This design comes from an exercise in tuning for small area on the open sky130 flow, not from production work. In this exercise RTL edits were held to simulation tests only and were not proved equivalent to the original.

==> design/flow/design.v <==
module cr_xor #(parameter W = 8) (
  input  [W-1:0] a,
  input  [W-1:0] b,
  output [W-1:0] y
);
  assign y = a ^ b;
endmodule
module cr_xnor #(parameter W = 8) (
  input  [W-1:0] a,
  input  [W-1:0] b,
  output [W-1:0] y
);
  assign y = ~(a ^ b);
endmodule
module cr_cmux (
  input  s,
  input  a1,
  input  a0,
  output y
);
  assign y = ~(s ? a1 : a0);
endmodule
module cr_addn #(parameter N = 16) (
  input  [N-1:0] a,
  input  [N-1:0] bn,
  input          cin,
  output [N-1:0] s,
  output         co
);
  wire [N-1:0] p;       
  wire [N:0]   c;
  assign c[0] = cin;
  genvar i;
  generate
    for (i = 0; i < N; i = i + 1) begin : g_b
      if (i % 2 == 0) begin : g_e
        cr_xor  #(.W(1)) u_p (.a(a[i]), .b(bn[i]), .y(p[i]));
        cr_xor  #(.W(1)) u_s (.a(p[i]), .b(c[i]),  .y(s[i]));
      end else begin : g_o
        cr_xnor #(.W(1)) u_p (.a(a[i]), .b(bn[i]), .y(p[i]));
        cr_xnor #(.W(1)) u_s (.a(p[i]), .b(c[i]),  .y(s[i]));
      end
      cr_cmux u_c (.s(p[i]), .a1(c[i]), .a0(bn[i]), .y(c[i+1]));
    end
  endgenerate
  assign co = c[N];
endmodule
module cr_prefix #(parameter W = 8) (
  input  [W-1:0] x,
  output [W-1:0] a1n,
  output [W-1:0] a0n
);
  assign a1n[0] = ~x[0];
  assign a0n[0] = x[0];
  genvar i;
  generate
    for (i = 1; i < W; i = i + 1) begin : g_b
      assign a1n[i] = a1n[i-1] | ~x[i];
      assign a0n[i] = a0n[i-1] | x[i];
    end
  endgenerate
endmodule
module cr_nand2 (
  input  a,
  input  b,
  output y
);
  assign y = ~(a & b);
endmodule
module cr_o22ai (
  input  a1,
  input  b1,
  input  a2,
  input  b2,
  output y
);
  assign y = ~((a1 | b1) & (a2 | b2));
endmodule
module cr_incdec #(parameter W = 8) (
  input  [W-1:0] x,
  input          incn,
  input          decn,
  output [W-1:0] y
);
  wire [W-1:0] f;
  cr_nand2 u_f0 (.a(incn), .b(decn), .y(f[0]));
  generate
    if (W > 1) begin : g_p
      wire [W-2:0] a1n, a0n;
      cr_prefix #(.W(W-1)) u_p (.x(x[W-2:0]), .a1n(a1n), .a0n(a0n));
      genvar i;
      for (i = 1; i < W; i = i + 1) begin : g_b
        cr_o22ai u_f (.a1(incn), .b1(a1n[i-1]), .a2(decn), .b2(a0n[i-1]), .y(f[i]));
      end
    end
  endgenerate
  cr_xor #(.W(W)) u_y (.a(x), .b(f), .y(y));
endmodule
module cordic (
  input                clk,
  input                reset,
  input                operands_val,
  input  signed [15:0] x_start,
  input  signed [15:0] y_start,
  input  signed [15:0] angle,
  output signed [15:0] sine,
  output signed [15:0] cosine,
  output               out_valid
);
  localparam [15:0] ODD = 16'haaaa;
  reg [11:0] vld;
  always @(posedge clk) begin
    if (reset) vld <= 12'd0;
    else       vld <= {vld[10:0], operands_val};
  end
  assign out_valid = vld[11];
  wire [15:0] t0 = angle - 16'd12868;
  wire [15:0] x0_0_s;
  wire x0_0_co;
  wire [15:0] x0_0_bn = {~(y_start[15] ^ 1'b1), y_start[14] ^ 1'b1, ~(y_start[13] ^ 1'b1), y_start[12] ^ 1'b1, ~(y_start[11] ^ 1'b1), y_start[10] ^ 1'b1, ~(y_start[9] ^ 1'b1), y_start[8] ^ 1'b1, ~(y_start[7] ^ 1'b1), y_start[6] ^ 1'b1, ~(y_start[5] ^ 1'b1), y_start[4] ^ 1'b1, ~(y_start[3] ^ 1'b1), y_start[2] ^ 1'b1, ~(y_start[1] ^ 1'b1), y_start[0] ^ 1'b1};
  cr_addn #(.N(16)) u_x0_0 (.a(x_start[15:0]), .bn(x0_0_bn), .cin(1'b1), .s(x0_0_s), .co(x0_0_co));
  wire [15:0] y0_0_s;
  wire y0_0_co;
  wire [15:0] y0_0_bn = {~(x_start[15] ^ 1'b0), x_start[14] ^ 1'b0, ~(x_start[13] ^ 1'b0), x_start[12] ^ 1'b0, ~(x_start[11] ^ 1'b0), x_start[10] ^ 1'b0, ~(x_start[9] ^ 1'b0), x_start[8] ^ 1'b0, ~(x_start[7] ^ 1'b0), x_start[6] ^ 1'b0, ~(x_start[5] ^ 1'b0), x_start[4] ^ 1'b0, ~(x_start[3] ^ 1'b0), x_start[2] ^ 1'b0, ~(x_start[1] ^ 1'b0), x_start[0] ^ 1'b0};
  cr_addn #(.N(16)) u_y0_0 (.a(y_start[15:0]), .bn(y0_0_bn), .cin(1'b0), .s(y0_0_s), .co(y0_0_co));
  wire [15:0] x0 = {x0_0_s};
  wire [15:0] y0 = {y0_0_s};
  wire dir1 = ~t0[15];
  wire [5:0] x1_0_s;
  wire x1_0_co;
  wire [5:0] x1_0_bn = {~(y0[6] ^ dir1), y0[5] ^ dir1, ~(y0[4] ^ dir1), y0[3] ^ dir1, ~(y0[2] ^ dir1), y0[1] ^ dir1};
  cr_addn #(.N(6)) u_x1_0 (.a(x0[5:0]), .bn(x1_0_bn), .cin(dir1), .s(x1_0_s), .co(x1_0_co));
  wire [5:0] y1_0_s;
  wire y1_0_co;
  wire [5:0] y1_0_bn = {~(x0[6] ^ ~dir1), x0[5] ^ ~dir1, ~(x0[4] ^ ~dir1), x0[3] ^ ~dir1, ~(x0[2] ^ ~dir1), x0[1] ^ ~dir1};
  cr_addn #(.N(6)) u_y1_0 (.a(y0[5:0]), .bn(y1_0_bn), .cin(~dir1), .s(y1_0_s), .co(y1_0_co));
  reg [5:0] xl0, yl0;
  reg cx0, cy0;
  reg [15:6] xa0, ya0;
  reg [15:0] tr0;
  always @(posedge clk) begin
    xl0 <= {x1_0_s};
    yl0 <= {y1_0_s};
    cx0 <= x1_0_co;
    cy0 <= y1_0_co;
    xa0 <= x0[15:6];
    ya0 <= y0[15:6];
    tr0 <= t0;
  end
  wire [15:0] xv0 = {xa0, 6'd0};
  wire [15:0] yv0 = {ya0, 6'd0};
  wire [9:0] x1_6_s;
  wire x1_6_co;
  wire [9:0] x1_6_bn = {~(yv0[15] ^ (~tr0[15])), yv0[15] ^ (~tr0[15]), ~(yv0[14] ^ (~tr0[15])), yv0[13] ^ (~tr0[15]), ~(yv0[12] ^ (~tr0[15])), yv0[11] ^ (~tr0[15]), ~(yv0[10] ^ (~tr0[15])), yv0[9] ^ (~tr0[15]), ~(yv0[8] ^ (~tr0[15])), yv0[7] ^ (~tr0[15])};
  cr_addn #(.N(10)) u_x1_6 (.a(xv0[15:6]), .bn(x1_6_bn), .cin(cx0), .s(x1_6_s), .co(x1_6_co));
  wire [9:0] y1_6_s;
  wire y1_6_co;
  wire [9:0] y1_6_bn = {~(xv0[15] ^ ~(~tr0[15])), xv0[15] ^ ~(~tr0[15]), ~(xv0[14] ^ ~(~tr0[15])), xv0[13] ^ ~(~tr0[15]), ~(xv0[12] ^ ~(~tr0[15])), xv0[11] ^ ~(~tr0[15]), ~(xv0[10] ^ ~(~tr0[15])), xv0[9] ^ ~(~tr0[15]), ~(xv0[8] ^ ~(~tr0[15])), xv0[7] ^ ~(~tr0[15])};
  cr_addn #(.N(10)) u_y1_6 (.a(yv0[15:6]), .bn(y1_6_bn), .cin(cy0), .s(y1_6_s), .co(y1_6_co));
  wire [15:0] x1 = {x1_6_s, xl0};
  wire [15:0] y1 = {y1_6_s, yl0};
  wire        a_sat = tr0[15] ^ tr0[14];
  wire [14:0] a_tu = {~tr0[14], tr0[13:0]};    
  wire a_s1 = ~tr0[15];
  wire a_ge_7596 = (a_tu[14] & (a_tu[13] | (a_tu[12] & (a_tu[11] & (a_tu[10] & (a_tu[9] | (a_tu[8] & (a_tu[7] & (a_tu[6] | (a_tu[5] & (a_tu[4] | (a_tu[3] & (a_tu[2] & (a_tu[1] | (a_tu[0] | 1'b1)))))))))))))));    
  wire a_ge_m7596 = (a_tu[14] | (a_tu[13] & (a_tu[12] | (a_tu[11] | (a_tu[10] | (a_tu[9] & (a_tu[8] | (a_tu[7] | (a_tu[6] & (a_tu[5] | (a_tu[4] & (a_tu[3] | (a_tu[2] & (a_tu[1] | (a_tu[0] | 1'b1)))))))))))))));    
  wire a_s2 = a_sat ? a_s1 : a_s1 ? a_ge_7596 : a_ge_m7596;
  wire a_ge_11609 = (a_tu[14] & (a_tu[13] & (a_tu[12] | (a_tu[11] & (a_tu[10] & (a_tu[9] | (a_tu[8] & (a_tu[7] | (a_tu[6] & (a_tu[5] | (a_tu[4] & (a_tu[3] & (a_tu[2] | (a_tu[1] | (a_tu[0] & 1'b1)))))))))))))));    
  wire a_ge_3583 = (a_tu[14] & (a_tu[13] | (a_tu[12] | (a_tu[11] & (a_tu[10] & (a_tu[9] | (a_tu[8] & (a_tu[7] & (a_tu[6] & (a_tu[5] & (a_tu[4] & (a_tu[3] & (a_tu[2] & (a_tu[1] & (a_tu[0] & 1'b1)))))))))))))));    
  wire a_ge_m3583 = (a_tu[14] | (a_tu[13] & (a_tu[12] & (a_tu[11] | (a_tu[10] | (a_tu[9] & (a_tu[8] | (a_tu[7] | (a_tu[6] | (a_tu[5] | (a_tu[4] | (a_tu[3] | (a_tu[2] | (a_tu[1] | (a_tu[0] & 1'b1)))))))))))))));    
  wire a_ge_m11609 = (a_tu[14] | (a_tu[13] | (a_tu[12] & (a_tu[11] | (a_tu[10] | (a_tu[9] & (a_tu[8] | (a_tu[7] & (a_tu[6] | (a_tu[5] & (a_tu[4] | (a_tu[3] | (a_tu[2] & (a_tu[1] & (a_tu[0] & 1'b1)))))))))))))));    
  wire a_s3 = a_sat ? a_s1 : a_s1 ? (a_s2 ? a_ge_11609 : a_ge_3583) : (a_s2 ? a_ge_m3583 : a_ge_m11609);
  wire a_ge_13646 = (a_tu[14] & (a_tu[13] & (a_tu[12] & (a_tu[11] | (a_tu[10] & (a_tu[9] | (a_tu[8] & (a_tu[7] | (a_tu[6] & (a_tu[5] | (a_tu[4] | (a_tu[3] & (a_tu[2] & (a_tu[1] & (a_tu[0] | 1'b1)))))))))))))));    
  wire a_ge_9572 = (a_tu[14] & (a_tu[13] & (a_tu[12] | (a_tu[11] | (a_tu[10] & (a_tu[9] | (a_tu[8] & (a_tu[7] | (a_tu[6] & (a_tu[5] & (a_tu[4] | (a_tu[3] | (a_tu[2] & (a_tu[1] | (a_tu[0] | 1'b1)))))))))))))));    
  wire a_ge_5620 = (a_tu[14] & (a_tu[13] | (a_tu[12] & (a_tu[11] | (a_tu[10] & (a_tu[9] | (a_tu[8] & (a_tu[7] & (a_tu[6] & (a_tu[5] & (a_tu[4] & (a_tu[3] | (a_tu[2] & (a_tu[1] | (a_tu[0] | 1'b1)))))))))))))));    
  wire a_ge_1546 = (a_tu[14] & (a_tu[13] | (a_tu[12] | (a_tu[11] | (a_tu[10] & (a_tu[9] & (a_tu[8] | (a_tu[7] | (a_tu[6] | (a_tu[5] | (a_tu[4] | (a_tu[3] & (a_tu[2] | (a_tu[1] & (a_tu[0] | 1'b1)))))))))))))));    
  wire a_ge_m1546 = (a_tu[14] | (a_tu[13] & (a_tu[12] & (a_tu[11] & (a_tu[10] | (a_tu[9] | (a_tu[8] & (a_tu[7] & (a_tu[6] & (a_tu[5] & (a_tu[4] & (a_tu[3] | (a_tu[2] & (a_tu[1] & (a_tu[0] | 1'b1)))))))))))))));    
  wire a_ge_m5620 = (a_tu[14] | (a_tu[13] & (a_tu[12] | (a_tu[11] & (a_tu[10] | (a_tu[9] & (a_tu[8] | (a_tu[7] | (a_tu[6] | (a_tu[5] | (a_tu[4] | (a_tu[3] & (a_tu[2] & (a_tu[1] | (a_tu[0] | 1'b1)))))))))))))));    
  wire a_ge_m9572 = (a_tu[14] | (a_tu[13] | (a_tu[12] & (a_tu[11] & (a_tu[10] | (a_tu[9] & (a_tu[8] | (a_tu[7] & (a_tu[6] | (a_tu[5] | (a_tu[4] & (a_tu[3] & (a_tu[2] & (a_tu[1] | (a_tu[0] | 1'b1)))))))))))))));    
  wire a_ge_m13646 = (a_tu[14] | (a_tu[13] | (a_tu[12] | (a_tu[11] & (a_tu[10] | (a_tu[9] & (a_tu[8] | (a_tu[7] & (a_tu[6] | (a_tu[5] & (a_tu[4] & (a_tu[3] | (a_tu[2] | (a_tu[1] & (a_tu[0] | 1'b1)))))))))))))));    
  wire [7:0] a_g4 = {a_ge_m13646, a_ge_m9572, a_ge_m5620, a_ge_m1546, a_ge_1546, a_ge_5620, a_ge_9572, a_ge_13646};
  wire a_s4 = a_sat ? a_s1 : a_g4[~{a_s1, a_s2, a_s3}];
  wire [11:0] a_t = tr0[11:0];
  wire dir2 = a_s2;
  wire [11:0] x2_0_s;
  wire x2_0_co;
  wire [11:0] x2_0_bn = {~(y1[13] ^ dir2), y1[12] ^ dir2, ~(y1[11] ^ dir2), y1[10] ^ dir2, ~(y1[9] ^ dir2), y1[8] ^ dir2, ~(y1[7] ^ dir2), y1[6] ^ dir2, ~(y1[5] ^ dir2), y1[4] ^ dir2, ~(y1[3] ^ dir2), y1[2] ^ dir2};
  cr_addn #(.N(12)) u_x2_0 (.a(x1[11:0]), .bn(x2_0_bn), .cin(dir2), .s(x2_0_s), .co(x2_0_co));
  wire [11:0] y2_0_s;
  wire y2_0_co;
  wire [11:0] y2_0_bn = {~(x1[13] ^ ~dir2), x1[12] ^ ~dir2, ~(x1[11] ^ ~dir2), x1[10] ^ ~dir2, ~(x1[9] ^ ~dir2), x1[8] ^ ~dir2, ~(x1[7] ^ ~dir2), x1[6] ^ ~dir2, ~(x1[5] ^ ~dir2), x1[4] ^ ~dir2, ~(x1[3] ^ ~dir2), x1[2] ^ ~dir2};
  cr_addn #(.N(12)) u_y2_0 (.a(y1[11:0]), .bn(y2_0_bn), .cin(~dir2), .s(y2_0_s), .co(y2_0_co));
  reg [11:0] xl1, yl1;
  reg cx1, cy1;
  reg [15:12] xa1, ya1;
  reg [11:0] tr1;
  reg sr1;
  reg [4:1] dr1;
  always @(posedge clk) begin
    xl1 <= {x2_0_s};
    yl1 <= {y2_0_s};
    cx1 <= x2_0_co;
    cy1 <= y2_0_co;
    xa1 <= x1[15:12];
    ya1 <= y1[15:12];
    tr1 <= a_t;
    sr1 <= a_sat;
    dr1 <= {a_s4, a_s3, a_s2, a_s1};
  end
  wire [15:0] xv1 = {xa1, 12'd0};
  wire [15:0] yv1 = {ya1, 12'd0};
  wire [1:0] x2_12_s;
  wire x2_12_co;
  wire [1:0] x2_12_bn = {~(yv1[15] ^ (dr1[2])), yv1[14] ^ (dr1[2])};
  cr_addn #(.N(2)) u_x2_12 (.a(xv1[13:12]), .bn(x2_12_bn), .cin(cx1), .s(x2_12_s), .co(x2_12_co));
  wire [1:0] y2_12_s;
  wire y2_12_co;
  wire [1:0] y2_12_bn = {~(xv1[15] ^ ~(dr1[2])), xv1[14] ^ ~(dr1[2])};
  cr_addn #(.N(2)) u_y2_12 (.a(yv1[13:12]), .bn(y2_12_bn), .cin(cy1), .s(y2_12_s), .co(y2_12_co));
  wire x2_t_cl = x2_12_co;
  wire x2_t_sg = yv1[15] ^ (dr1[2]);
  wire [1:0] x2_t_s;
  cr_incdec #(.W(2)) u_x2_t (.x(xv1[15:14]), .incn(~(x2_t_cl & ~x2_t_sg)), .decn(~(~x2_t_cl & x2_t_sg)), .y(x2_t_s));
  wire y2_t_cl = y2_12_co;
  wire y2_t_sg = xv1[15] ^ ~(dr1[2]);
  wire [1:0] y2_t_s;
  cr_incdec #(.W(2)) u_y2_t (.x(yv1[15:14]), .incn(~(y2_t_cl & ~y2_t_sg)), .decn(~(~y2_t_cl & y2_t_sg)), .y(y2_t_s));
  wire [15:0] x2 = {x2_t_s, x2_12_s, xl1};
  wire [15:0] y2 = {y2_t_s, y2_12_s, yl1};
  reg [11:0] b_c;    
  always @(*) begin
    case ({dr1[1], dr1[2], dr1[3], dr1[4]})
      4'b1111: b_c = 12'h94c;
      4'b1110: b_c = 12'h150;
      4'b1101: b_c = 12'h962;
      4'b1100: b_c = 12'h166;
      4'b1011: b_c = 12'h9f2;
      4'b1010: b_c = 12'h1f6;
      4'b1001: b_c = 12'ha08;
      4'b1000: b_c = 12'h20c;
      4'b0111: b_c = 12'hdf4;
      4'b0110: b_c = 12'h5f8;
      4'b0101: b_c = 12'he0a;
      4'b0100: b_c = 12'h60e;
      4'b0011: b_c = 12'he9a;
      4'b0010: b_c = 12'h69e;
      4'b0001: b_c = 12'heb0;
      4'b0000: b_c = 12'h6b4;
    endcase
  end
  wire [11:0] b_u = tr1 - b_c;    
  wire b_hi = ~b_u[11] & b_u[10];
  wire b_lo = b_u[11] & ~b_u[10];
  wire [10:0] u_dir = sr1 ? {11{dr1[1]}} : b_hi ? 11'h7ff : b_lo ? 11'h000 : {~b_u[10], b_u[9:0]};
  wire dir3 = dr1[3];
  wire [11:0] x3_0_s;
  wire x3_0_co;
  wire [11:0] x3_0_bn = {~(y2[14] ^ dir3), y2[13] ^ dir3, ~(y2[12] ^ dir3), y2[11] ^ dir3, ~(y2[10] ^ dir3), y2[9] ^ dir3, ~(y2[8] ^ dir3), y2[7] ^ dir3, ~(y2[6] ^ dir3), y2[5] ^ dir3, ~(y2[4] ^ dir3), y2[3] ^ dir3};
  cr_addn #(.N(12)) u_x3_0 (.a(x2[11:0]), .bn(x3_0_bn), .cin(dir3), .s(x3_0_s), .co(x3_0_co));
  wire [11:0] y3_0_s;
  wire y3_0_co;
  wire [11:0] y3_0_bn = {~(x2[14] ^ ~dir3), x2[13] ^ ~dir3, ~(x2[12] ^ ~dir3), x2[11] ^ ~dir3, ~(x2[10] ^ ~dir3), x2[9] ^ ~dir3, ~(x2[8] ^ ~dir3), x2[7] ^ ~dir3, ~(x2[6] ^ ~dir3), x2[5] ^ ~dir3, ~(x2[4] ^ ~dir3), x2[3] ^ ~dir3};
  cr_addn #(.N(12)) u_y3_0 (.a(y2[11:0]), .bn(y3_0_bn), .cin(~dir3), .s(y3_0_s), .co(y3_0_co));
  reg [11:0] xl2, yl2;
  reg cx2, cy2;
  reg [15:12] xa2, ya2;
  reg [15:3] dr2;
  always @(posedge clk) begin
    xl2 <= {x3_0_s};
    yl2 <= {y3_0_s};
    cx2 <= x3_0_co;
    cy2 <= y3_0_co;
    xa2 <= x2[15:12];
    ya2 <= y2[15:12];
    dr2 <= {u_dir[0], u_dir[1], u_dir[2], u_dir[3], u_dir[4], u_dir[5], u_dir[6], u_dir[7], u_dir[8], u_dir[9], u_dir[10], dr1[4], dr1[3]};
  end
  wire [15:0] xv2 = {xa2, 12'd0};
  wire [15:0] yv2 = {ya2, 12'd0};
  wire [0:0] x3_12_s;
  wire x3_12_co;
  wire [0:0] x3_12_bn = {yv2[15] ^ (dr2[3])};
  cr_addn #(.N(1)) u_x3_12 (.a(xv2[12:12]), .bn(x3_12_bn), .cin(cx2), .s(x3_12_s), .co(x3_12_co));
  wire [0:0] y3_12_s;
  wire y3_12_co;
  wire [0:0] y3_12_bn = {xv2[15] ^ ~(dr2[3])};
  cr_addn #(.N(1)) u_y3_12 (.a(yv2[12:12]), .bn(y3_12_bn), .cin(cy2), .s(y3_12_s), .co(y3_12_co));
  wire x3_t_cl = ~x3_12_co;
  wire x3_t_sg = yv2[15] ^ (dr2[3]);
  wire [2:0] x3_t_s;
  cr_incdec #(.W(3)) u_x3_t (.x(xv2[15:13]), .incn(~(x3_t_cl & ~x3_t_sg)), .decn(~(~x3_t_cl & x3_t_sg)), .y(x3_t_s));
  wire y3_t_cl = ~y3_12_co;
  wire y3_t_sg = xv2[15] ^ ~(dr2[3]);
  wire [2:0] y3_t_s;
  cr_incdec #(.W(3)) u_y3_t (.x(yv2[15:13]), .incn(~(y3_t_cl & ~y3_t_sg)), .decn(~(~y3_t_cl & y3_t_sg)), .y(y3_t_s));
  wire [15:0] x3 = {x3_t_s, x3_12_s, xl2};
  wire [15:0] y3 = {y3_t_s, y3_12_s, yl2};
  wire dir4 = dr2[4];
  wire [11:0] x4_0_s;
  wire x4_0_co;
  wire [11:0] x4_0_bn = {~(y3[15] ^ dir4), y3[14] ^ dir4, ~(y3[13] ^ dir4), y3[12] ^ dir4, ~(y3[11] ^ dir4), y3[10] ^ dir4, ~(y3[9] ^ dir4), y3[8] ^ dir4, ~(y3[7] ^ dir4), y3[6] ^ dir4, ~(y3[5] ^ dir4), y3[4] ^ dir4};
  cr_addn #(.N(12)) u_x4_0 (.a(x3[11:0]), .bn(x4_0_bn), .cin(dir4), .s(x4_0_s), .co(x4_0_co));
  wire [11:0] y4_0_s;
  wire y4_0_co;
  wire [11:0] y4_0_bn = {~(x3[15] ^ ~dir4), x3[14] ^ ~dir4, ~(x3[13] ^ ~dir4), x3[12] ^ ~dir4, ~(x3[11] ^ ~dir4), x3[10] ^ ~dir4, ~(x3[9] ^ ~dir4), x3[8] ^ ~dir4, ~(x3[7] ^ ~dir4), x3[6] ^ ~dir4, ~(x3[5] ^ ~dir4), x3[4] ^ ~dir4};
  cr_addn #(.N(12)) u_y4_0 (.a(y3[11:0]), .bn(y4_0_bn), .cin(~dir4), .s(y4_0_s), .co(y4_0_co));
  wire x4_t_cl = x4_0_co;
  wire x4_t_sg = y3[15] ^ dir4;
  wire [3:0] x4_t_s;
  cr_incdec #(.W(4)) u_x4_t (.x(x3[15:12]), .incn(~(x4_t_cl & ~x4_t_sg)), .decn(~(~x4_t_cl & x4_t_sg)), .y(x4_t_s));
  wire y4_t_cl = y4_0_co;
  wire y4_t_sg = x3[15] ^ ~dir4;
  wire [3:0] y4_t_s;
  cr_incdec #(.W(4)) u_y4_t (.x(y3[15:12]), .incn(~(y4_t_cl & ~y4_t_sg)), .decn(~(~y4_t_cl & y4_t_sg)), .y(y4_t_s));
  wire [15:0] x4 = {x4_t_s, x4_0_s};
  wire [15:0] y4 = {y4_t_s, y4_0_s};
  reg [15:0] xr3, yr3;
  reg [15:5] dr3;
  always @(posedge clk) begin
    xr3 <= x4;
    yr3 <= y4;
    dr3 <= {dr2[15], dr2[14], dr2[13], dr2[12], dr2[11], dr2[10], dr2[9], dr2[8], dr2[7], dr2[6], dr2[5]};
  end
  wire dir5 = dr3[5];
  wire [10:0] x5_0_s;
  wire x5_0_co;
  wire [10:0] x5_0_bn = {yr3[15] ^ dir5, ~(yr3[14] ^ dir5), yr3[13] ^ dir5, ~(yr3[12] ^ dir5), yr3[11] ^ dir5, ~(yr3[10] ^ dir5), yr3[9] ^ dir5, ~(yr3[8] ^ dir5), yr3[7] ^ dir5, ~(yr3[6] ^ dir5), yr3[5] ^ dir5};
  cr_addn #(.N(11)) u_x5_0 (.a(xr3[10:0]), .bn(x5_0_bn), .cin(dir5), .s(x5_0_s), .co(x5_0_co));
  wire [10:0] y5_0_s;
  wire y5_0_co;
  wire [10:0] y5_0_bn = {xr3[15] ^ ~dir5, ~(xr3[14] ^ ~dir5), xr3[13] ^ ~dir5, ~(xr3[12] ^ ~dir5), xr3[11] ^ ~dir5, ~(xr3[10] ^ ~dir5), xr3[9] ^ ~dir5, ~(xr3[8] ^ ~dir5), xr3[7] ^ ~dir5, ~(xr3[6] ^ ~dir5), xr3[5] ^ ~dir5};
  cr_addn #(.N(11)) u_y5_0 (.a(yr3[10:0]), .bn(y5_0_bn), .cin(~dir5), .s(y5_0_s), .co(y5_0_co));
  wire x5_t_cl = ~x5_0_co;
  wire x5_t_sg = yr3[15] ^ dir5;
  wire [4:0] x5_t_s;
  cr_incdec #(.W(5)) u_x5_t (.x(xr3[15:11]), .incn(~(x5_t_cl & ~x5_t_sg)), .decn(~(~x5_t_cl & x5_t_sg)), .y(x5_t_s));
  wire y5_t_cl = ~y5_0_co;
  wire y5_t_sg = xr3[15] ^ ~dir5;
  wire [4:0] y5_t_s;
  cr_incdec #(.W(5)) u_y5_t (.x(yr3[15:11]), .incn(~(y5_t_cl & ~y5_t_sg)), .decn(~(~y5_t_cl & y5_t_sg)), .y(y5_t_s));
  wire [15:0] x5 = {x5_t_s, x5_0_s};
  wire [15:0] y5 = {y5_t_s, y5_0_s};
  wire dir6 = dr3[6];
  wire [3:0] x6_0_s;
  wire x6_0_co;
  wire [3:0] x6_0_bn = {~(y5[9] ^ dir6), y5[8] ^ dir6, ~(y5[7] ^ dir6), y5[6] ^ dir6};
  cr_addn #(.N(4)) u_x6_0 (.a(x5[3:0]), .bn(x6_0_bn), .cin(dir6), .s(x6_0_s), .co(x6_0_co));
  wire [3:0] y6_0_s;
  wire y6_0_co;
  wire [3:0] y6_0_bn = {~(x5[9] ^ ~dir6), x5[8] ^ ~dir6, ~(x5[7] ^ ~dir6), x5[6] ^ ~dir6};
  cr_addn #(.N(4)) u_y6_0 (.a(y5[3:0]), .bn(y6_0_bn), .cin(~dir6), .s(y6_0_s), .co(y6_0_co));
  reg [3:0] xl4, yl4;
  reg cx4, cy4;
  reg [15:4] xa4, ya4;
  reg [15:6] dr4;
  always @(posedge clk) begin
    xl4 <= {x6_0_s};
    yl4 <= {y6_0_s};
    cx4 <= x6_0_co;
    cy4 <= y6_0_co;
    xa4 <= x5[15:4];
    ya4 <= y5[15:4];
    dr4 <= {dr3[15], dr3[14], dr3[13], dr3[12], dr3[11], dr3[10], dr3[9], dr3[8], dr3[7], dr3[6]};
  end
  wire [15:0] xv4 = {xa4, 4'd0};
  wire [15:0] yv4 = {ya4, 4'd0};
  wire [5:0] x6_4_s;
  wire x6_4_co;
  wire [5:0] x6_4_bn = {~(yv4[15] ^ (dr4[6])), yv4[14] ^ (dr4[6]), ~(yv4[13] ^ (dr4[6])), yv4[12] ^ (dr4[6]), ~(yv4[11] ^ (dr4[6])), yv4[10] ^ (dr4[6])};
  cr_addn #(.N(6)) u_x6_4 (.a(xv4[9:4]), .bn(x6_4_bn), .cin(cx4), .s(x6_4_s), .co(x6_4_co));
  wire [5:0] y6_4_s;
  wire y6_4_co;
  wire [5:0] y6_4_bn = {~(xv4[15] ^ ~(dr4[6])), xv4[14] ^ ~(dr4[6]), ~(xv4[13] ^ ~(dr4[6])), xv4[12] ^ ~(dr4[6]), ~(xv4[11] ^ ~(dr4[6])), xv4[10] ^ ~(dr4[6])};
  cr_addn #(.N(6)) u_y6_4 (.a(yv4[9:4]), .bn(y6_4_bn), .cin(cy4), .s(y6_4_s), .co(y6_4_co));
  wire x6_t_cl = x6_4_co;
  wire x6_t_sg = yv4[15] ^ (dr4[6]);
  wire [5:0] x6_t_s;
  cr_incdec #(.W(6)) u_x6_t (.x(xv4[15:10]), .incn(~(x6_t_cl & ~x6_t_sg)), .decn(~(~x6_t_cl & x6_t_sg)), .y(x6_t_s));
  wire y6_t_cl = y6_4_co;
  wire y6_t_sg = xv4[15] ^ ~(dr4[6]);
  wire [5:0] y6_t_s;
  cr_incdec #(.W(6)) u_y6_t (.x(yv4[15:10]), .incn(~(y6_t_cl & ~y6_t_sg)), .decn(~(~y6_t_cl & y6_t_sg)), .y(y6_t_s));
  wire [15:0] x6 = {x6_t_s, x6_4_s, xl4};
  wire [15:0] y6 = {y6_t_s, y6_4_s, yl4};
  wire dir7 = dr4[7];
  wire [5:0] x7_0_s;
  wire x7_0_co;
  wire [5:0] x7_0_bn = {~(y6[12] ^ dir7), y6[11] ^ dir7, ~(y6[10] ^ dir7), y6[9] ^ dir7, ~(y6[8] ^ dir7), y6[7] ^ dir7};
  cr_addn #(.N(6)) u_x7_0 (.a(x6[5:0]), .bn(x7_0_bn), .cin(dir7), .s(x7_0_s), .co(x7_0_co));
  wire [5:0] y7_0_s;
  wire y7_0_co;
  wire [5:0] y7_0_bn = {~(x6[12] ^ ~dir7), x6[11] ^ ~dir7, ~(x6[10] ^ ~dir7), x6[9] ^ ~dir7, ~(x6[8] ^ ~dir7), x6[7] ^ ~dir7};
  cr_addn #(.N(6)) u_y7_0 (.a(y6[5:0]), .bn(y7_0_bn), .cin(~dir7), .s(y7_0_s), .co(y7_0_co));
  reg [5:0] xl5, yl5;
  reg cx5, cy5;
  reg [15:6] xa5, ya5;
  reg [15:7] dr5;
  always @(posedge clk) begin
    xl5 <= {x7_0_s};
    yl5 <= {y7_0_s};
    cx5 <= x7_0_co;
    cy5 <= y7_0_co;
    xa5 <= x6[15:6];
    ya5 <= y6[15:6];
    dr5 <= {dr4[15], dr4[14], dr4[13], dr4[12], dr4[11], dr4[10], dr4[9], dr4[8], dr4[7]};
  end
  wire [15:0] xv5 = {xa5, 6'd0};
  wire [15:0] yv5 = {ya5, 6'd0};
  wire [2:0] x7_6_s;
  wire x7_6_co;
  wire [2:0] x7_6_bn = {yv5[15] ^ (dr5[7]), ~(yv5[14] ^ (dr5[7])), yv5[13] ^ (dr5[7])};
  cr_addn #(.N(3)) u_x7_6 (.a(xv5[8:6]), .bn(x7_6_bn), .cin(cx5), .s(x7_6_s), .co(x7_6_co));
  wire [2:0] y7_6_s;
  wire y7_6_co;
  wire [2:0] y7_6_bn = {xv5[15] ^ ~(dr5[7]), ~(xv5[14] ^ ~(dr5[7])), xv5[13] ^ ~(dr5[7])};
  cr_addn #(.N(3)) u_y7_6 (.a(yv5[8:6]), .bn(y7_6_bn), .cin(cy5), .s(y7_6_s), .co(y7_6_co));
  wire x7_t_cl = ~x7_6_co;
  wire x7_t_sg = yv5[15] ^ (dr5[7]);
  wire [6:0] x7_t_s;
  cr_incdec #(.W(7)) u_x7_t (.x(xv5[15:9]), .incn(~(x7_t_cl & ~x7_t_sg)), .decn(~(~x7_t_cl & x7_t_sg)), .y(x7_t_s));
  wire y7_t_cl = ~y7_6_co;
  wire y7_t_sg = xv5[15] ^ ~(dr5[7]);
  wire [6:0] y7_t_s;
  cr_incdec #(.W(7)) u_y7_t (.x(yv5[15:9]), .incn(~(y7_t_cl & ~y7_t_sg)), .decn(~(~y7_t_cl & y7_t_sg)), .y(y7_t_s));
  wire [15:0] x7 = {x7_t_s, x7_6_s, xl5};
  wire [15:0] y7 = {y7_t_s, y7_6_s, yl5};
  wire dir8 = dr5[8];
  wire [5:0] x8_0_s;
  wire x8_0_co;
  wire [5:0] x8_0_bn = {~(y7[13] ^ dir8), y7[12] ^ dir8, ~(y7[11] ^ dir8), y7[10] ^ dir8, ~(y7[9] ^ dir8), y7[8] ^ dir8};
  cr_addn #(.N(6)) u_x8_0 (.a(x7[5:0]), .bn(x8_0_bn), .cin(dir8), .s(x8_0_s), .co(x8_0_co));
  wire [5:0] y8_0_s;
  wire y8_0_co;
  wire [5:0] y8_0_bn = {~(x7[13] ^ ~dir8), x7[12] ^ ~dir8, ~(x7[11] ^ ~dir8), x7[10] ^ ~dir8, ~(x7[9] ^ ~dir8), x7[8] ^ ~dir8};
  cr_addn #(.N(6)) u_y8_0 (.a(y7[5:0]), .bn(y8_0_bn), .cin(~dir8), .s(y8_0_s), .co(y8_0_co));
  reg [5:0] xl6, yl6;
  reg cx6, cy6;
  reg [15:6] xa6, ya6;
  reg [15:8] dr6;
  always @(posedge clk) begin
    xl6 <= {x8_0_s};
    yl6 <= {y8_0_s};
    cx6 <= x8_0_co;
    cy6 <= y8_0_co;
    xa6 <= x7[15:6];
    ya6 <= y7[15:6];
    dr6 <= {dr5[15], dr5[14], dr5[13], dr5[12], dr5[11], dr5[10], dr5[9], dr5[8]};
  end
  wire [15:0] xv6 = {xa6, 6'd0};
  wire [15:0] yv6 = {ya6, 6'd0};
  wire [1:0] x8_6_s;
  wire x8_6_co;
  wire [1:0] x8_6_bn = {~(yv6[15] ^ (dr6[8])), yv6[14] ^ (dr6[8])};
  cr_addn #(.N(2)) u_x8_6 (.a(xv6[7:6]), .bn(x8_6_bn), .cin(cx6), .s(x8_6_s), .co(x8_6_co));
  wire [1:0] y8_6_s;
  wire y8_6_co;
  wire [1:0] y8_6_bn = {~(xv6[15] ^ ~(dr6[8])), xv6[14] ^ ~(dr6[8])};
  cr_addn #(.N(2)) u_y8_6 (.a(yv6[7:6]), .bn(y8_6_bn), .cin(cy6), .s(y8_6_s), .co(y8_6_co));
  wire x8_t_cl = x8_6_co;
  wire x8_t_sg = yv6[15] ^ (dr6[8]);
  wire [7:0] x8_t_s;
  cr_incdec #(.W(8)) u_x8_t (.x(xv6[15:8]), .incn(~(x8_t_cl & ~x8_t_sg)), .decn(~(~x8_t_cl & x8_t_sg)), .y(x8_t_s));
  wire y8_t_cl = y8_6_co;
  wire y8_t_sg = xv6[15] ^ ~(dr6[8]);
  wire [7:0] y8_t_s;
  cr_incdec #(.W(8)) u_y8_t (.x(yv6[15:8]), .incn(~(y8_t_cl & ~y8_t_sg)), .decn(~(~y8_t_cl & y8_t_sg)), .y(y8_t_s));
  wire [15:0] x8 = {x8_t_s, x8_6_s, xl6};
  wire [15:0] y8 = {y8_t_s, y8_6_s, yl6};
  wire dir9 = dr6[9];
  wire [5:0] x9_0_s;
  wire x9_0_co;
  wire [5:0] x9_0_bn = {~(y8[14] ^ dir9), y8[13] ^ dir9, ~(y8[12] ^ dir9), y8[11] ^ dir9, ~(y8[10] ^ dir9), y8[9] ^ dir9};
  cr_addn #(.N(6)) u_x9_0 (.a(x8[5:0]), .bn(x9_0_bn), .cin(dir9), .s(x9_0_s), .co(x9_0_co));
  wire [5:0] y9_0_s;
  wire y9_0_co;
  wire [5:0] y9_0_bn = {~(x8[14] ^ ~dir9), x8[13] ^ ~dir9, ~(x8[12] ^ ~dir9), x8[11] ^ ~dir9, ~(x8[10] ^ ~dir9), x8[9] ^ ~dir9};
  cr_addn #(.N(6)) u_y9_0 (.a(y8[5:0]), .bn(y9_0_bn), .cin(~dir9), .s(y9_0_s), .co(y9_0_co));
  reg [5:0] xl7, yl7;
  reg cx7, cy7;
  reg [15:6] xa7, ya7;
  reg [15:9] dr7;
  always @(posedge clk) begin
    xl7 <= {x9_0_s};
    yl7 <= {y9_0_s};
    cx7 <= x9_0_co;
    cy7 <= y9_0_co;
    xa7 <= x8[15:6];
    ya7 <= y8[15:6];
    dr7 <= {dr6[15], dr6[14], dr6[13], dr6[12], dr6[11], dr6[10], dr6[9]};
  end
  wire [15:0] xv7 = {xa7, 6'd0};
  wire [15:0] yv7 = {ya7, 6'd0};
  wire [0:0] x9_6_s;
  wire x9_6_co;
  wire [0:0] x9_6_bn = {yv7[15] ^ (dr7[9])};
  cr_addn #(.N(1)) u_x9_6 (.a(xv7[6:6]), .bn(x9_6_bn), .cin(cx7), .s(x9_6_s), .co(x9_6_co));
  wire [0:0] y9_6_s;
  wire y9_6_co;
  wire [0:0] y9_6_bn = {xv7[15] ^ ~(dr7[9])};
  cr_addn #(.N(1)) u_y9_6 (.a(yv7[6:6]), .bn(y9_6_bn), .cin(cy7), .s(y9_6_s), .co(y9_6_co));
  wire x9_t_cl = ~x9_6_co;
  wire x9_t_sg = yv7[15] ^ (dr7[9]);
  wire [8:0] x9_t_s;
  cr_incdec #(.W(9)) u_x9_t (.x(xv7[15:7]), .incn(~(x9_t_cl & ~x9_t_sg)), .decn(~(~x9_t_cl & x9_t_sg)), .y(x9_t_s));
  wire y9_t_cl = ~y9_6_co;
  wire y9_t_sg = xv7[15] ^ ~(dr7[9]);
  wire [8:0] y9_t_s;
  cr_incdec #(.W(9)) u_y9_t (.x(yv7[15:7]), .incn(~(y9_t_cl & ~y9_t_sg)), .decn(~(~y9_t_cl & y9_t_sg)), .y(y9_t_s));
  wire [15:0] x9 = {x9_t_s, x9_6_s, xl7};
  wire [15:0] y9 = {y9_t_s, y9_6_s, yl7};
  wire dir10 = dr7[10];
  wire [3:0] x10_0_s;
  wire x10_0_co;
  wire [3:0] x10_0_bn = {~(y9[13] ^ dir10), y9[12] ^ dir10, ~(y9[11] ^ dir10), y9[10] ^ dir10};
  cr_addn #(.N(4)) u_x10_0 (.a(x9[3:0]), .bn(x10_0_bn), .cin(dir10), .s(x10_0_s), .co(x10_0_co));
  wire [3:0] y10_0_s;
  wire y10_0_co;
  wire [3:0] y10_0_bn = {~(x9[13] ^ ~dir10), x9[12] ^ ~dir10, ~(x9[11] ^ ~dir10), x9[10] ^ ~dir10};
  cr_addn #(.N(4)) u_y10_0 (.a(y9[3:0]), .bn(y10_0_bn), .cin(~dir10), .s(y10_0_s), .co(y10_0_co));
  reg [3:0] xl8, yl8;
  reg cx8, cy8;
  reg [15:4] xa8, ya8;
  reg [15:10] dr8;
  always @(posedge clk) begin
    xl8 <= {x10_0_s};
    yl8 <= {y10_0_s};
    cx8 <= x10_0_co;
    cy8 <= y10_0_co;
    xa8 <= x9[15:4];
    ya8 <= y9[15:4];
    dr8 <= {dr7[15], dr7[14], dr7[13], dr7[12], dr7[11], dr7[10]};
  end
  wire [15:0] xv8 = {xa8, 4'd0};
  wire [15:0] yv8 = {ya8, 4'd0};
  wire [1:0] x10_4_s;
  wire x10_4_co;
  wire [1:0] x10_4_bn = {~(yv8[15] ^ (dr8[10])), yv8[14] ^ (dr8[10])};
  cr_addn #(.N(2)) u_x10_4 (.a(xv8[5:4]), .bn(x10_4_bn), .cin(cx8), .s(x10_4_s), .co(x10_4_co));
  wire [1:0] y10_4_s;
  wire y10_4_co;
  wire [1:0] y10_4_bn = {~(xv8[15] ^ ~(dr8[10])), xv8[14] ^ ~(dr8[10])};
  cr_addn #(.N(2)) u_y10_4 (.a(yv8[5:4]), .bn(y10_4_bn), .cin(cy8), .s(y10_4_s), .co(y10_4_co));
  wire x10_t_cl = x10_4_co;
  wire x10_t_sg = yv8[15] ^ (dr8[10]);
  wire [9:0] x10_t_s;
  cr_incdec #(.W(10)) u_x10_t (.x(xv8[15:6]), .incn(~(x10_t_cl & ~x10_t_sg)), .decn(~(~x10_t_cl & x10_t_sg)), .y(x10_t_s));
  wire y10_t_cl = y10_4_co;
  wire y10_t_sg = xv8[15] ^ ~(dr8[10]);
  wire [9:0] y10_t_s;
  cr_incdec #(.W(10)) u_y10_t (.x(yv8[15:6]), .incn(~(y10_t_cl & ~y10_t_sg)), .decn(~(~y10_t_cl & y10_t_sg)), .y(y10_t_s));
  wire [15:0] x10 = {x10_t_s, x10_4_s, xl8};
  wire [15:0] y10 = {y10_t_s, y10_4_s, yl8};
  wire dir11 = dr8[11];
  wire [3:0] x11_0_s;
  wire x11_0_co;
  wire [3:0] x11_0_bn = {~(y10[14] ^ dir11), y10[13] ^ dir11, ~(y10[12] ^ dir11), y10[11] ^ dir11};
  cr_addn #(.N(4)) u_x11_0 (.a(x10[3:0]), .bn(x11_0_bn), .cin(dir11), .s(x11_0_s), .co(x11_0_co));
  wire [3:0] y11_0_s;
  wire y11_0_co;
  wire [3:0] y11_0_bn = {~(x10[14] ^ ~dir11), x10[13] ^ ~dir11, ~(x10[12] ^ ~dir11), x10[11] ^ ~dir11};
  cr_addn #(.N(4)) u_y11_0 (.a(y10[3:0]), .bn(y11_0_bn), .cin(~dir11), .s(y11_0_s), .co(y11_0_co));
  reg [3:0] xl9, yl9;
  reg cx9, cy9;
  reg [15:4] xa9, ya9;
  reg [15:11] dr9;
  always @(posedge clk) begin
    xl9 <= {x11_0_s};
    yl9 <= {y11_0_s};
    cx9 <= x11_0_co;
    cy9 <= y11_0_co;
    xa9 <= x10[15:4];
    ya9 <= y10[15:4];
    dr9 <= {dr8[15], dr8[14], dr8[13], dr8[12], dr8[11]};
  end
  wire [15:0] xv9 = {xa9, 4'd0};
  wire [15:0] yv9 = {ya9, 4'd0};
  wire [0:0] x11_4_s;
  wire x11_4_co;
  wire [0:0] x11_4_bn = {yv9[15] ^ (dr9[11])};
  cr_addn #(.N(1)) u_x11_4 (.a(xv9[4:4]), .bn(x11_4_bn), .cin(cx9), .s(x11_4_s), .co(x11_4_co));
  wire [0:0] y11_4_s;
  wire y11_4_co;
  wire [0:0] y11_4_bn = {xv9[15] ^ ~(dr9[11])};
  cr_addn #(.N(1)) u_y11_4 (.a(yv9[4:4]), .bn(y11_4_bn), .cin(cy9), .s(y11_4_s), .co(y11_4_co));
  wire x11_t_cl = ~x11_4_co;
  wire x11_t_sg = yv9[15] ^ (dr9[11]);
  wire [10:0] x11_t_s;
  cr_incdec #(.W(11)) u_x11_t (.x(xv9[15:5]), .incn(~(x11_t_cl & ~x11_t_sg)), .decn(~(~x11_t_cl & x11_t_sg)), .y(x11_t_s));
  wire y11_t_cl = ~y11_4_co;
  wire y11_t_sg = xv9[15] ^ ~(dr9[11]);
  wire [10:0] y11_t_s;
  cr_incdec #(.W(11)) u_y11_t (.x(yv9[15:5]), .incn(~(y11_t_cl & ~y11_t_sg)), .decn(~(~y11_t_cl & y11_t_sg)), .y(y11_t_s));
  wire [15:0] x11 = {x11_t_s, x11_4_s, xl9};
  wire [15:0] y11 = {y11_t_s, y11_4_s, yl9};
  wire dir12 = dr9[12];
  wire [3:0] x12_0_s;
  wire x12_0_co;
  wire [3:0] x12_0_bn = {~(y11[15] ^ dir12), y11[14] ^ dir12, ~(y11[13] ^ dir12), y11[12] ^ dir12};
  cr_addn #(.N(4)) u_x12_0 (.a(x11[3:0]), .bn(x12_0_bn), .cin(dir12), .s(x12_0_s), .co(x12_0_co));
  wire [3:0] y12_0_s;
  wire y12_0_co;
  wire [3:0] y12_0_bn = {~(x11[15] ^ ~dir12), x11[14] ^ ~dir12, ~(x11[13] ^ ~dir12), x11[12] ^ ~dir12};
  cr_addn #(.N(4)) u_y12_0 (.a(y11[3:0]), .bn(y12_0_bn), .cin(~dir12), .s(y12_0_s), .co(y12_0_co));
  wire x12_t_cl = x12_0_co;
  wire x12_t_sg = y11[15] ^ dir12;
  wire [11:0] x12_t_s;
  cr_incdec #(.W(12)) u_x12_t (.x(x11[15:4]), .incn(~(x12_t_cl & ~x12_t_sg)), .decn(~(~x12_t_cl & x12_t_sg)), .y(x12_t_s));
  wire y12_t_cl = y12_0_co;
  wire y12_t_sg = x11[15] ^ ~dir12;
  wire [11:0] y12_t_s;
  cr_incdec #(.W(12)) u_y12_t (.x(y11[15:4]), .incn(~(y12_t_cl & ~y12_t_sg)), .decn(~(~y12_t_cl & y12_t_sg)), .y(y12_t_s));
  wire [15:0] x12 = {x12_t_s, x12_0_s};
  wire [15:0] y12 = {y12_t_s, y12_0_s};
  reg [15:0] xr10, yr10;
  reg [15:13] dr10;
  always @(posedge clk) begin
    xr10 <= x12;
    yr10 <= y12;
    dr10 <= {dr9[15], dr9[14], dr9[13]};
  end
  wire dir13 = dr10[13];
  wire [2:0] x13_0_s;
  wire x13_0_co;
  wire [2:0] x13_0_bn = {yr10[15] ^ dir13, ~(yr10[14] ^ dir13), yr10[13] ^ dir13};
  cr_addn #(.N(3)) u_x13_0 (.a(xr10[2:0]), .bn(x13_0_bn), .cin(dir13), .s(x13_0_s), .co(x13_0_co));
  wire [2:0] y13_0_s;
  wire y13_0_co;
  wire [2:0] y13_0_bn = {xr10[15] ^ ~dir13, ~(xr10[14] ^ ~dir13), xr10[13] ^ ~dir13};
  cr_addn #(.N(3)) u_y13_0 (.a(yr10[2:0]), .bn(y13_0_bn), .cin(~dir13), .s(y13_0_s), .co(y13_0_co));
  wire x13_t_cl = ~x13_0_co;
  wire x13_t_sg = yr10[15] ^ dir13;
  wire [12:0] x13_t_s;
  cr_incdec #(.W(13)) u_x13_t (.x(xr10[15:3]), .incn(~(x13_t_cl & ~x13_t_sg)), .decn(~(~x13_t_cl & x13_t_sg)), .y(x13_t_s));
  wire y13_t_cl = ~y13_0_co;
  wire y13_t_sg = xr10[15] ^ ~dir13;
  wire [12:0] y13_t_s;
  cr_incdec #(.W(13)) u_y13_t (.x(yr10[15:3]), .incn(~(y13_t_cl & ~y13_t_sg)), .decn(~(~y13_t_cl & y13_t_sg)), .y(y13_t_s));
  wire [15:0] x13 = {x13_t_s, x13_0_s};
  wire [15:0] y13 = {y13_t_s, y13_0_s};
  wire dir14 = dr10[14];
  wire [1:0] x14_0_s;
  wire x14_0_co;
  wire [1:0] x14_0_bn = {~(y13[15] ^ dir14), y13[14] ^ dir14};
  cr_addn #(.N(2)) u_x14_0 (.a(x13[1:0]), .bn(x14_0_bn), .cin(dir14), .s(x14_0_s), .co(x14_0_co));
  wire [1:0] y14_0_s;
  wire y14_0_co;
  wire [1:0] y14_0_bn = {~(x13[15] ^ ~dir14), x13[14] ^ ~dir14};
  cr_addn #(.N(2)) u_y14_0 (.a(y13[1:0]), .bn(y14_0_bn), .cin(~dir14), .s(y14_0_s), .co(y14_0_co));
  wire x14_t_cl = x14_0_co;
  wire x14_t_sg = y13[15] ^ dir14;
  wire [13:0] x14_t_s;
  cr_incdec #(.W(14)) u_x14_t (.x(x13[15:2]), .incn(~(x14_t_cl & ~x14_t_sg)), .decn(~(~x14_t_cl & x14_t_sg)), .y(x14_t_s));
  wire y14_t_cl = y14_0_co;
  wire y14_t_sg = x13[15] ^ ~dir14;
  wire [13:0] y14_t_s;
  cr_incdec #(.W(14)) u_y14_t (.x(y13[15:2]), .incn(~(y14_t_cl & ~y14_t_sg)), .decn(~(~y14_t_cl & y14_t_sg)), .y(y14_t_s));
  wire [15:0] x14 = {x14_t_s, x14_0_s};
  wire [15:0] y14 = {y14_t_s, y14_0_s};
  reg [15:0] xr11, yr11;
  reg [15:15] dr11;
  always @(posedge clk) begin
    xr11 <= x14;
    yr11 <= y14;
    dr11 <= {dr10[15]};
  end
  wire dir15 = dr11[15];
  wire [0:0] x15_0_s;
  wire x15_0_co;
  wire [0:0] x15_0_bn = {yr11[15] ^ dir15};
  cr_addn #(.N(1)) u_x15_0 (.a(xr11[0:0]), .bn(x15_0_bn), .cin(dir15), .s(x15_0_s), .co(x15_0_co));
  wire [0:0] y15_0_s;
  wire y15_0_co;
  wire [0:0] y15_0_bn = {xr11[15] ^ ~dir15};
  cr_addn #(.N(1)) u_y15_0 (.a(yr11[0:0]), .bn(y15_0_bn), .cin(~dir15), .s(y15_0_s), .co(y15_0_co));
  wire x15_t_cl = ~x15_0_co;
  wire x15_t_sg = yr11[15] ^ dir15;
  wire [14:0] x15_t_s;
  cr_incdec #(.W(15)) u_x15_t (.x(xr11[15:1]), .incn(~(x15_t_cl & ~x15_t_sg)), .decn(~(~x15_t_cl & x15_t_sg)), .y(x15_t_s));
  wire y15_t_cl = ~y15_0_co;
  wire y15_t_sg = xr11[15] ^ ~dir15;
  wire [14:0] y15_t_s;
  cr_incdec #(.W(15)) u_y15_t (.x(yr11[15:1]), .incn(~(y15_t_cl & ~y15_t_sg)), .decn(~(~y15_t_cl & y15_t_sg)), .y(y15_t_s));
  wire [15:0] x15 = {x15_t_s, x15_0_s};
  wire [15:0] y15 = {y15_t_s, y15_0_s};
  assign cosine = x15;
  assign sine   = y15;
endmodule
==> design/flow/run.sh <==
#!/bin/bash
# synth_recipe.tcl (not shown) runs the flow's synth.tcl, then flattens the netlist and writes it again
# the make line also repeats each setting of config.mk as NAME=value (left out here)
make -C /OpenROAD-flow-scripts/flow DESIGN_CONFIG=/design/flow/config.mk WORK_HOME=/design/flow/orfs CLKGATE_MAP_FILE= SYNTH_SCRIPT=/design/flow/synth_recipe.tcl finish
==> design/flow/config.mk <==
export PLATFORM = sky130hd
export DESIGN_NAME = cordic
export DESIGN_NICKNAME = cordic
export VERILOG_FILES = /design/flow/design.v
export SDC_FILE = /design/flow/constraint.sdc
export NUM_CORES = 4
export LEC_CHECK = 0
export CAP_MARGIN = 0
export CORE_MARGIN = 2
export CORE_UTILIZATION = 60
export SLEW_MARGIN = 0
export SYNTH_HIERARCHICAL = 1
export SYNTH_MINIMUM_KEEP_SIZE = 0
==> design/flow/constraint.sdc <==
create_clock -name core_clock -period 5.0 [get_ports {clk}]
set_input_delay 1.0000 -clock core_clock [delete_from_list [all_inputs] [get_ports {clk}]]
set_output_delay 1.0000 -clock core_clock [all_outputs]
set_load 0.01 [all_outputs]
==> results.json, run 1 <==
{
  "ant_nets": 0,
  "antenna_found_initial": 0,
  "grt_pass1_wl_um": 92100,
  "clock_sinks": 529,
  "wl_per_cell_um": 14.3,
  "critPathRequiredTime_ns": 5.51,
  "drv_cap": 0,
  "dp_slack_ns": -0.135,
  "slew_viol_final": 0,
  "die_x_um": 226,
  "crit_path_start_kind": "register",
  "clock_latency_ns": 0.60,
  "gp_congestion": 0.856,
  "drt-total-wl_um": 54600,
  "clockRootBuffer": "clkbuf_16",
  "critPathKind": "reg -> reg",
  "fin_tns_setup_ns": 0,
  "setup_ws_ns": 0.457,
  "routed-via-count": 20400,
  "stdcell_count": 3815,
  "fillerInstances": 3981,
  "grt_max_degree": 32,
  "synthCells": 3022,
  "die_h_um": 226,
  "final_layout_size_suffix_gt1_share_pct": 9.08,
  "fin_crit_ns": 4.54,
  "hp-class": "reg -> reg",
  "fmax_mhz": 220,
  "holdBufCountCts": 0,
  "hold_slack_ns": 0.313,
  "start_util_pct": 60.7,
  "cts_tree": "built",
  "grt_pass1_vias": 20000,
  "rr_startpoint": "dr10[13]$_DFF_P_",
  "design.core.area_um2": 48800,
  "syn_area_per_cell_um2": 9.81,
  "dr.pass1.iters": 5,
  "num_io_pins": 84,
  "crit_fanout": 14,
  "area_growth_pct": 11.3,
  "worst_pin_slew_ns": 0.919,
  "cp-end-kind": "register",
  "cts_buffers": 58,
  "min_from": "dr3[9]$_DFF_P_",
  "netlist_area_um2": 29600,
  "cts_resized": 0,
  "grt_use_total_pct": 21.5,
  "die-area_um2": 51200,
  "yosysWarnings": 7,
  "multiInputGateArea_um2": 18200,
  "critPathArrivalTime_ns": 5.06,
  "dpl.cell_count": 3711,
  "setup_viol": 0,
  "hpwl_um": 42000,
  "clock_path_buffers": 3,
  "antenna_cells": 0,
  "finClkSkew_ns": 0.0176,
  "cts_max_level": 2,
  "drc": 0,
  "drt_iter0_drc": 792,
  "rsz0062_at_grt": "no",
  "status": "no timing/DRC/antenna violations",
  "fin_crit_sh_pct": 90.9,
  "post_cts_buffers": 0,
  "seqCellArea_um2": 10600,
  "final_hold_viol_count": 0,
  "cp-startpoint": "dr10[13]$_DFF_P_",
  "clk_pin_slew_ns": 0.06,
  "gr-total-overflow": 0,
  "path_cells": "xor2_1, xor2_1, mux2i_1, mux2i_1, mux2i_1, or2_2, o22ai_1, xor2_1, xnor2_1, xor2_1, mux2i_1, mux2i_1, or2_2, o22ai_1, xor2_1",
  "layout.nets": 3180,
  "portBuffers": 83,
  "critPathMaxStageDelay_ns": 0.59,
  "maxSlewHeadroom_pct": 38.5,
  "rows": 81,
  "vias_per_cell": 5.35,
  "critPathSlowestCell": "dfxtp_1"
}
## worst paths after layout
kind	depth (start not counted)	slack, ns	to
worst max-delay path	15	0.46	yr11[15]$_DFF_P_
worst min-delay path	0	0.31	dr4[9]$_DFF_P_
worst max register to register	15	0.46	yr11[15]$_DFF_P_
worst min register to register	0	0.31	dr4[9]$_DFF_P_
## cell type report
cell class              count  area share, %
multi-input cells        2304           55.1
flip-flops and latches    529           32.1
inverters                 104           1.18
clock buffers              79           5.07
well taps                 664           2.52
clock inverters            25          0.884
repair buffers            110           3.15
## cell usage in the layout (no fill, tap or decap), types with 15 or more instances in the layout
cell,count
nand2_1,168
nand3b_1,19
a21oi_1,15
clkbuf_16,59
o22ai_1,210
xnor2_1,380
or2_2,73
dfxtp_1,529
xor2_1,660
mux2i_1,271
nor2b_1,15
nor2_1,53
clkdlybuf4s50_1,83
nand3_1,91
buf_4,26
and4_1,21
ha_1,21
or3_1,27
nand4_1,39
inv_1,103
## stage by stage
| step | util (%) | cell area, um2 |
|---|---|---|
| floorplan | - | 29600 |
| global placement | 63.5 | 31000 |
| detailed placement | 63.5 | 31000 |
| CTS | 67.5 | 33000 |
| global route | 67.5 | 33000 |
| finish | 67.5 | 33000 |
## routing by layer
layer / vias up / GRT usage (%) / routed length, um
li1: 10500 / - / -
met1: 9611 / 24.0 / 22600
met3: 81 / 3.38 / 1520
met4: 0 / 5.52 / 1170
met2: 211 / 41.7 / 29300
met5: - / 0 / 0
## flip-flops by register name (all words and copies together) (netlist names), 13 cells and up
signal  cells
yr10       16
yr11       16
tr0        16
xr11       16
dr2        13
yr3        16
xr10       16
xr3        16
## critical path, delay by kind of cell, from the launching register on
family                    cells  cell delay [ns]
DFF                           1             0.59
and+or+nand+nor               2             0.87
AOI/OAI and AO/OA             2             0.40
muxes                         5             0.96
xor gates and xnor gates      6             1.62
==> run 2, diff against run 1 <==
==> design/flow/flow/run.sh (new file) <==
#!/bin/bash
# Own layout flow: the standard ORFS flow (standard.sh, including its
# standard synthesis), with two changes to how the layout is built:
#  - the input/output port buffers are sky130_fd_sc_hd__buf_1 cells;
#  - clock tree synthesis inserts no dummy loads.
# ORFS writes each step's full log under orfs/logs/; make's own output goes
# to make.log in this folder.
set -euo pipefail
export BUFFER_PORTS_ARGS="-buffer_cell sky130_fd_sc_hd__buf_1"
export CTS_ARGS="-sink_clustering_enable -repair_clock_nets -dont_use_dummy_load -sink_clustering_size 30 -sink_clustering_max_diameter 100"
bash standard.sh finish > make.log 2>&1
==> design/flow/standard.sh (new file) <==
#!/bin/bash
# synth_recipe.tcl (not shown) runs the flow's synth.tcl, then flattens the netlist and writes it again
# the make line also repeats each setting of config.mk as NAME=value (left out here)
make -C /OpenROAD-flow-scripts/flow DESIGN_CONFIG=/design/flow/config.mk WORK_HOME=/design/flow/orfs CLKGATE_MAP_FILE= SYNTH_SCRIPT=/design/flow/synth_recipe.tcl "${@:-finish}"
removed: design/flow/run.sh
==> results.json, run 2 <==
{
  "portBuffers": 83,
  "ant_nets": 0,
  "rrSetupSlack_ns": 0.46,
  "drv_cap": 0,
  "slew_viol_final": 0,
  "clockRootBuffer": "clkbuf_16",
  "fin_crit_sh_pct": 90.8,
  "crit_family": "multiplexers",
  "critPathKind": "reg -> reg",
  "crit_fanout": 31,
  "drc": 0,
  "status": "no timing/DRC/antenna violations",
  "area_growth_pct": 4.55,
  "fillerInstances": 4198,
  "hpwl_um": 42200,
  "rows": 81,
  "routed-via-count": 20100,
  "die_x_um": 226,
  "synthCells": 3022,
  "stdcell_count": 3723,
  "final_cell_mix": "660 x xor2_1, 528 x dfxtp_1, 380 x xnor2_1",
  "min_from": "dr6[11]$_DFF_P_",
  "clock_path_buffers": 3,
  "cts_buffers": 22,
  "critPathRequiredTime_ns": 5.47,
  "grt_pass1_wl_um": 89400,
  "holdPathStages": 0,
  "clk_pin_slew_ns": 0.11,
  "worst-path-buf-inv": 1,
  "wl_per_cell_um": 14.3,
  "path_cells": "a211oi_1, o21ai_2, o211a_1, a31oi_4, buf_4, xnor2_1, xnor2_1, mux2i_1, mux2i_1, mux2i_1, mux2i_1, mux2i_1, mux2i_1, mux2i_1, mux2i_1, mux2i_1, mux2i_1, xnor2_1",
  "critPathMaxStageDelay_ns": 0.44,
  "dpl.cell_count": 3701,
  "final_hold_viol_count": 0,
  "finClkSkew_ns": 0.0335,
  "grt_pass1_vias": 19400,
  "clock_latency_ns": 0.57,
  "antenna_cells": 0,
  "maxSlewHeadroom_pct": 37.7,
  "gr-total-overflow": 0,
  "multiInputGateArea_um2": 18200,
  "seqCellArea_um2": 10600,
  "worst_pin_slew_ns": 0.932,
  "drt-total-wl_um": 53200,
  "crit_path_start_kind": "register",
  "grt_use_total_pct": 20.7,
  "critPathArrivalTime_ns": 5.01,
  "setup_viol": 0,
  "die_h_um": 226,
  "syn_area_per_cell_um2": 9.81,
  "fmax_mhz": 220,
  "final_layout_size_suffix_gt1_share_pct": 6.64,
  "gp_congestion": 0.879,
  "min_to": "dr7[11]$_DFF_P_",
  "netlist_area_um2": 29600,
  "start_util_pct": 60.7,
  "fin_tns_setup_ns": 0,
  "critPathSlowestCell": "dfxtp_1",
  "hp-class": "reg -> reg",
  "die-area_um2": 51200,
  "vias_per_cell": 5.39,
  "reg2reg_to": "yl1[11]$_DFF_P_",
  "cp-end-kind": "register",
  "num_io_pins": 84,
  "yosysWarnings": 7,
  "cp_common_cell": "mux2i_1",
  "cts_max_level": 1,
  "rr_startpoint": "tr0[3]$_DFF_P_",
  "design.core.area_um2": 48800,
  "dr.pass1.iters": 5,
  "layout_commonest_cell": "xor2_1",
  "fin_crit_ns": 4.54,
  "rsz0062_at_grt": "no",
  "clock_sinks": 529,
  "post_cts_buffers": 0,
  "antenna_found_initial": 0,
  "grt_max_degree": 32,
  "cts_tree": "built",
  "layout.nets": 3134,
  "drt_iter0_drc": 859,
  "reg2reg_depth": 18
}
-- run 2: cell count changes in the layout (fill, tap and decap cells not counted), moves of 9 or more --
cell | previous run | this run
clkinv_2 | 14 | 0
clkbuf_8 | 13 | 0
buf_1 | 0 | 83
buf_4 | 26 | 17
clkdlybuf4s50_1 | 83 | 0
clkbuf_16 | 59 | 22
-- run 2: worst max-delay path by stage --
stage               startpoint  slack [ns]         endpoint  cells past startpoint
3_3_place_gp        x_start[0]        0.29  ya0[15]$_DFF_P_                     18
6_report        tr0[3]$_DFF_P_        0.46  yl1[11]$_DFF_P_                     18
5_1_grt        tr0[15]$_DFF_P_        0.03      cx1$_DFF_P_                     18
4_1_cts        tr0[15]$_DFF_P_        0.41  yl1[11]$_DFF_P_                     18
3_5_place_dp        x_start[0]        0.02  ya0[15]$_DFF_P_                     18
2_1_floorplan   dr2[4]$_DFF_P_        0.66  xr3[13]$_DFF_P_                     19
-- run 2: routing by layer --
metal	wire length [um]	part of all wire, %	GRT usage [%]	up-vias
met5	0	0	0	-
met4	1210	2.3	5.31	0
met3	1140	2.2	1.74	68
met2	28600	54	40.8	220
met1	22300	42	23.7	9400
li1	-	-	-	10400
-- run 2: layout make-up --
cell class,instances,area share [%]
well taps,664,2.68
repair buffers,100,1.42
clock buffers,22,1.78
multi-input cells,2304,58.7
inverters,104,1.26
flip-flops and latches,529,34.2
-- run 2: stage by stage --
stage	hold slack [ns]	worst slack [ns]	instance area [um2]	util [%]
after CTS	0.313	0.415	31000	63.4
after global routing	0.317	0.0259	31000	63.4
after floorplan	0.310	0.656	29600	-
after detailed placement	0.312	0.0230	30400	62.3
final	0.318	0.458	31000	63.4
after global placement	0.312	0.285	30400	62.3
-- run 2: repair_timing --
item                                   in CTS  in global routing
setup endpoints to repair                   0                  6
endpoints found under the hold margin       0                  0
hold buffers                                0                  0
resized for setup                           0                  3

separate check: timing with driven ports:
Ports are ideal in the flow. The routed layouts listed here were re-timed in OpenROAD. Step 1 (the two cells are an assumption about what drives the block):
set clk [get_ports {clk}]
set_driving_cell -lib_cell sky130_fd_sc_hd__clkbuf_16 $clk
set_driving_cell -lib_cell sky130_fd_sc_hd__buf_2 [delete_from_list [all_inputs] $clk]
Step 2 adds t to the input delays and takes it off the output delays; t is the mean of the earliest and latest rising clock arrival at the registers after step 1. Input paths then give back, and output paths get back, about the clock's delay inside the block. Slacks: ideal ports / drivers / drivers and shift; pairs: ideal ports / drivers.
| run | t (ns) | setup slack, ns | worst setup path at the end | latest minus earliest clock arrival (ns) | worst data-port slew with drivers (ns) |
|---|---|---|---|---|---|
| run 1 | 0.649 | 0.457 / 0.457 / -0.093 | input to register | 0.020 / 0.020 | 0.04 |
| run 2 | 0.605 | 0.458 / 0.458 / 0.120 | input to register | 0.055 / 0.055 | 0.04 |
Met with ideal ports but missed after step 2: setup timing in run 1. For run 1, which loses most, drivers alone change the setup slack by 0.000 ns; drivers and shift together by -0.550 ns.
